From an optimization exercise on the open Yosys and OpenROAD flow, aimed at small area, a short achievable clock period and few clock cycles per item; shortcuts taken in it are not production practice.

Setup of red:
==> flow/design.v <==
module cas (divisor, dividend, quotient, cin, cout, remainder);
input wire divisor, dividend, quotient, cin;
output wire cout, remainder;
assign remainder = (quotient ^ divisor) ^ dividend ^ cin;
assign cout = ((quotient ^ divisor)&dividend) | ((quotient ^ divisor)&cin) | (cin&dividend);
endmodule
module Divider_row(ndivisor, p_in, bit_in, p_out, q_out);
input  [14:0] ndivisor;
input  [14:0] p_in;
input         bit_in;
output [14:0] p_out;
output        q_out;
wire [15:0] x  = {p_in, bit_in};
wire [15:0] nd = {1'b1, ndivisor};
wire [15:0] g0 = x & nd;
wire [15:0] p0 = x ^ nd;
wire [16:0] c;
assign c[0] = 1'b1;
wire [3:0] G0, P0;
assign G0[0] = (g0[3] | (p0[3] & (g0[2] | (p0[2] & (g0[1] | (p0[1] & (g0[0] | p0[0])))))));
assign P0[0] = (p0[3] & (p0[2] & (p0[1] & p0[0])));
assign G0[1] = (g0[7] | (p0[7] & (g0[6] | (p0[6] & (g0[5] | (p0[5] & g0[4]))))));
assign P0[1] = (p0[7] & (p0[6] & (p0[5] & p0[4])));
assign G0[2] = (g0[11] | (p0[11] & (g0[10] | (p0[10] & (g0[9] | (p0[9] & g0[8]))))));
assign P0[2] = (p0[11] & (p0[10] & (p0[9] & p0[8])));
assign G0[3] = (g0[15] | (p0[15] & (g0[14] | (p0[14] & (g0[13] | (p0[13] & g0[12]))))));
assign P0[3] = (p0[15] & (p0[14] & (p0[13] & p0[12])));
wire [3:0] G1, P1;
assign G1[0] = G0[0];
assign P1[0] = P0[0];
assign G1[1] = G0[1] | (P0[1] & G0[0]);
assign P1[1] = P0[1] & P0[0];
assign G1[2] = G0[2];
assign P1[2] = P0[2];
assign G1[3] = G0[3];
assign P1[3] = P0[3];
wire [3:0] G2, P2;
assign G2[0] = G1[0];
assign P2[0] = P1[0];
assign G2[1] = G1[1];
assign P2[1] = P1[1];
assign G2[2] = G1[2] | (P1[2] & G1[1]);
assign P2[2] = P1[2] & P1[1];
assign G2[3] = G1[3];
assign P2[3] = P1[3];
wire [3:0] G3, P3;
assign G3[0] = G2[0];
assign P3[0] = P2[0];
assign G3[1] = G2[1];
assign P3[1] = P2[1];
assign G3[2] = G2[2];
assign P3[2] = P2[2];
assign G3[3] = G2[3] | (P2[3] & G2[2]);
assign P3[3] = P2[3] & P2[2];
assign c[1] = g0[0] | (p0[0] & c[0]);
assign c[2] = g0[1] | (p0[1] & c[1]);
assign c[3] = g0[2] | (p0[2] & c[2]);
assign c[4] = G3[0];
assign c[5] = g0[4] | (p0[4] & c[4]);
assign c[6] = g0[5] | (p0[5] & c[5]);
assign c[7] = g0[6] | (p0[6] & c[6]);
assign c[8] = G3[1];
assign c[9] = g0[8] | (p0[8] & c[8]);
assign c[10] = g0[9] | (p0[9] & c[9]);
assign c[11] = g0[10] | (p0[10] & c[10]);
assign c[12] = G3[2];
assign c[13] = g0[12] | (p0[12] & c[12]);
assign c[14] = g0[13] | (p0[13] & c[13]);
assign c[15] = g0[14] | (p0[14] & c[14]);
assign c[16] = G3[3];
wire [15:0] s = p0 ^ c[15:0];
assign q_out = c[16];
assign p_out = q_out ? s[14:0] : x[14:0];
endmodule
module Divider_Modulo (clk , reset, mode, valid_in, divisor, dividend, result, valid_out);
input wire clk, reset, mode, valid_in;
input wire [31:0] dividend;
input wire [15:0] divisor;
output reg valid_out;
output wire [31:0] result;
localparam [16:0] CUT = 17'b0_0100_1001_0010_0100;
reg        v_in;
reg        m_in;
reg [31:0] dd_in;
reg [14:0] dv_in;    
always @(posedge clk or posedge reset)
	if (reset) v_in <= 1'b0;
	else       v_in <= valid_in;
always @(posedge clk) begin
	m_in  <= mode;
	dd_in <= dividend;
	dv_in <= ~divisor[14:0];
end
wire [14:0] p   [0:17];
wire [16:0] s   [0:17];
wire [14:0] d   [0:17];    
wire        m   [0:17];
wire        v   [0:17];
assign p[0] = dd_in[31:17];
assign s[0] = dd_in[16:0];
assign d[0] = dv_in;
assign m[0] = m_in;
assign v[0] = v_in;
genvar i;
generate for (i = 0; i < 17; i = i + 1) begin : row
	wire [14:0] p_n;
	wire        q_n;
	Divider_row r (
		.ndivisor (d[i]),
		.p_in    (p[i]),
		.bit_in  (s[i][16]),
		.p_out   (p_n),
		.q_out   (q_n)
	);
	if (CUT[i]) begin : cut
		reg [14:0] p_r;
		reg [16:0] s_r;
		reg [14:0] d_r;
		reg        m_r;
		reg        v_r;
		always @(posedge clk or posedge reset)
			if (reset) v_r <= 1'b0;
			else       v_r <= v[i];
		always @(posedge clk) begin
			p_r <= p_n;
			s_r <= {s[i][15:0], q_n};
			d_r <= d[i];
			m_r <= m[i];
		end
		assign p[i+1] = p_r;
		assign s[i+1] = s_r;
		assign d[i+1] = d_r;
		assign m[i+1] = m_r;
		assign v[i+1] = v_r;
	end else begin : nocut
		assign p[i+1] = p_n;
		assign s[i+1] = {s[i][15:0], q_n};
		assign d[i+1] = d[i];
		assign m[i+1] = m[i];
		assign v[i+1] = v[i];
	end
end endgenerate
reg [16:0] res_r;
always @(posedge clk or posedge reset)
	if (reset) valid_out <= 1'b0;
	else       valid_out <= v[17];
always @(posedge clk)
	res_r <= m[17] ? {2'b0, p[17]} : s[17];
assign result = {15'b0, res_r};
endmodule
export LEC_CHECK = 0
export CAP_MARGIN = 20
export CORE_MARGIN = 2
export CORE_UTILIZATION = 40
export CTS_CLUSTER_DIAMETER = 100
export CTS_CLUSTER_SIZE = 25
export GPL_TIMING_DRIVEN = 0
export SLEW_MARGIN = 20
create_clock -name core_clock -period 25.0 [get_ports {clk}]
standard.sh (not shown) runs the stock make flow with config.mk's settings and CLKGATE_MAP_FILE= SYNTH_SCRIPT=/design/flow/synth_recipe.tcl, a recipe that flattens the netlist after the stock synthesis.
==> flow/flow/run.sh <==
#!/bin/bash
# The standard layout (the standard.sh, with flow/config.mk's settings)
# with these changes:
#  - no full/half-adder cell extraction (ADDER_MAP_FILE empty), so ABC maps
#    the adders' logic freely;
#  - ports are buffered by flow/buffer_ports.tcl (buf_1 on inputs, buf_2 on
#    outputs) instead of with the buffer buffer_ports picks;
#  - after placement repair, flow/size_crit.tcl upsizes gates on the worst
#    register-to-register paths (before detailed placement legalizes them).
# Each step's full log is under orfs/logs/; make's own output goes to
# make_finish.log.
set -euo pipefail
export FLOW_SYNTH_TCL="$PWD/synth_recipe.tcl"
export MY_ABC_SCRIPT="$PWD/flow/abc_map.script"
export SIZE_MAX_MOVES=200
export SIZE_MIN_GAIN=0.005
export SIZE_WINDOW=0.3
export SIZE_PATHS=3
export SIZE_ENDPOINTS=300
export SIZE_TARGET_SLACK=19.3
bash standard.sh "SYNTH_SCRIPT=$PWD/flow/synth_wrap.tcl" "ADDER_MAP_FILE=" \
  "DONT_BUFFER_PORTS=1" "PRE_GLOBAL_PLACE_TCL=$PWD/flow/buffer_ports.tcl" \
  "POST_RESIZE_TCL=$PWD/flow/size_crit.tcl" finish > make_finish.log 2>&1
Other scripts of this flow, unchanged in this note and not shown: flow/flow/abc_map.script, flow/flow/buffer_ports.tcl, flow/flow/size_crit.tcl, flow/flow/synth_wrap.tcl
red closes out successfully: all stages finished, all timing, DRC and antenna checks passed.
Input changes introduced in blue (baseline for comparison: red):
diff --git a/flow/design.v b/flow/design.v
--- a/flow/design.v
+++ b/flow/design.v
@@ -33,6 +33,6 @@
 assign G1[2] = G0[2];
 assign P1[2] = P0[2];
-assign G1[3] = G0[3];
-assign P1[3] = P0[3];
+assign G1[3] = G0[3] | (P0[3] & G0[2]);
+assign P1[3] = P0[3] & P0[2];
 wire [3:0] G2, P2;
 assign G2[0] = G1[0];
@@ -42,31 +42,22 @@
 assign G2[2] = G1[2] | (P1[2] & G1[1]);
 assign P2[2] = P1[2] & P1[1];
-assign G2[3] = G1[3];
-assign P2[3] = P1[3];
-wire [3:0] G3, P3;
-assign G3[0] = G2[0];
-assign P3[0] = P2[0];
-assign G3[1] = G2[1];
-assign P3[1] = P2[1];
-assign G3[2] = G2[2];
-assign P3[2] = P2[2];
-assign G3[3] = G2[3] | (P2[3] & G2[2]);
-assign P3[3] = P2[3] & P2[2];
+assign G2[3] = G1[3] | (P1[3] & G1[1]);
+assign P2[3] = P1[3] & P1[1];
 assign c[1] = g0[0] | (p0[0] & c[0]);
 assign c[2] = g0[1] | (p0[1] & c[1]);
 assign c[3] = g0[2] | (p0[2] & c[2]);
-assign c[4] = G3[0];
+assign c[4] = G2[0];
 assign c[5] = g0[4] | (p0[4] & c[4]);
 assign c[6] = g0[5] | (p0[5] & c[5]);
 assign c[7] = g0[6] | (p0[6] & c[6]);
-assign c[8] = G3[1];
+assign c[8] = G2[1];
 assign c[9] = g0[8] | (p0[8] & c[8]);
 assign c[10] = g0[9] | (p0[9] & c[9]);
 assign c[11] = g0[10] | (p0[10] & c[10]);
-assign c[12] = G3[2];
+assign c[12] = G2[2];
 assign c[13] = g0[12] | (p0[12] & c[12]);
 assign c[14] = g0[13] | (p0[13] & c[13]);
 assign c[15] = g0[14] | (p0[14] & c[14]);
-assign c[16] = G3[3];
+assign c[16] = G2[3];
 wire [15:0] s = p0 ^ c[15:0];
 assign q_out = c[16];
blue vs red: routed wire length down in blue. Going from red to blue, global-route usage now sits higher; synthesized instance count -11; cell count after placement shows a reduction of about 0.3%; detailed-route via count comparable; highest clock frequency the design can meet held. Taking red as the reference, in blue register-to-register slack shows a reduction of 0.12 ns; total number of cells along the worst setup path higher. Portion of the layout cell area used by non-clock buffers was higher in blue than in red. All of red and blue finish clean. Per the comparison of blue with red, die extent in y stayed essentially flat; final design instance area without fill went up 190 sq um.
No run of this note included a check of the RTL's function; only the layout flow was run.

## port drivers added, routing unchanged
Ports are ideal in the flow. The routed layouts listed here were re-timed in OpenROAD. Step 1, drivers: a clkbuf_16 drives clk and a buf_2 each remaining input, both assumed. Step 2 times the ports against the registers' clock, not the clock port: input delays grow and output delays shrink by t, the midpoint of the rising clock arrivals with the driver on. a / b / c = ideal ports / drivers / drivers and shift; a / b = the first two.
run	t (ns)	slack for setup (ns)	hold WS [ns]	worst register clock-pin slew, ns	cell pins on the clock port's net
red	0.579	18.962 / 18.909 / 19.082	0.329 / 0.329 / 0.329	0.09 / 0.09	1
blue	0.587	18.958 / 18.919 / 18.958	0.313 / 0.313 / 0.313	0.10 / 0.10	1
After both steps every run listed still meets setup and hold.
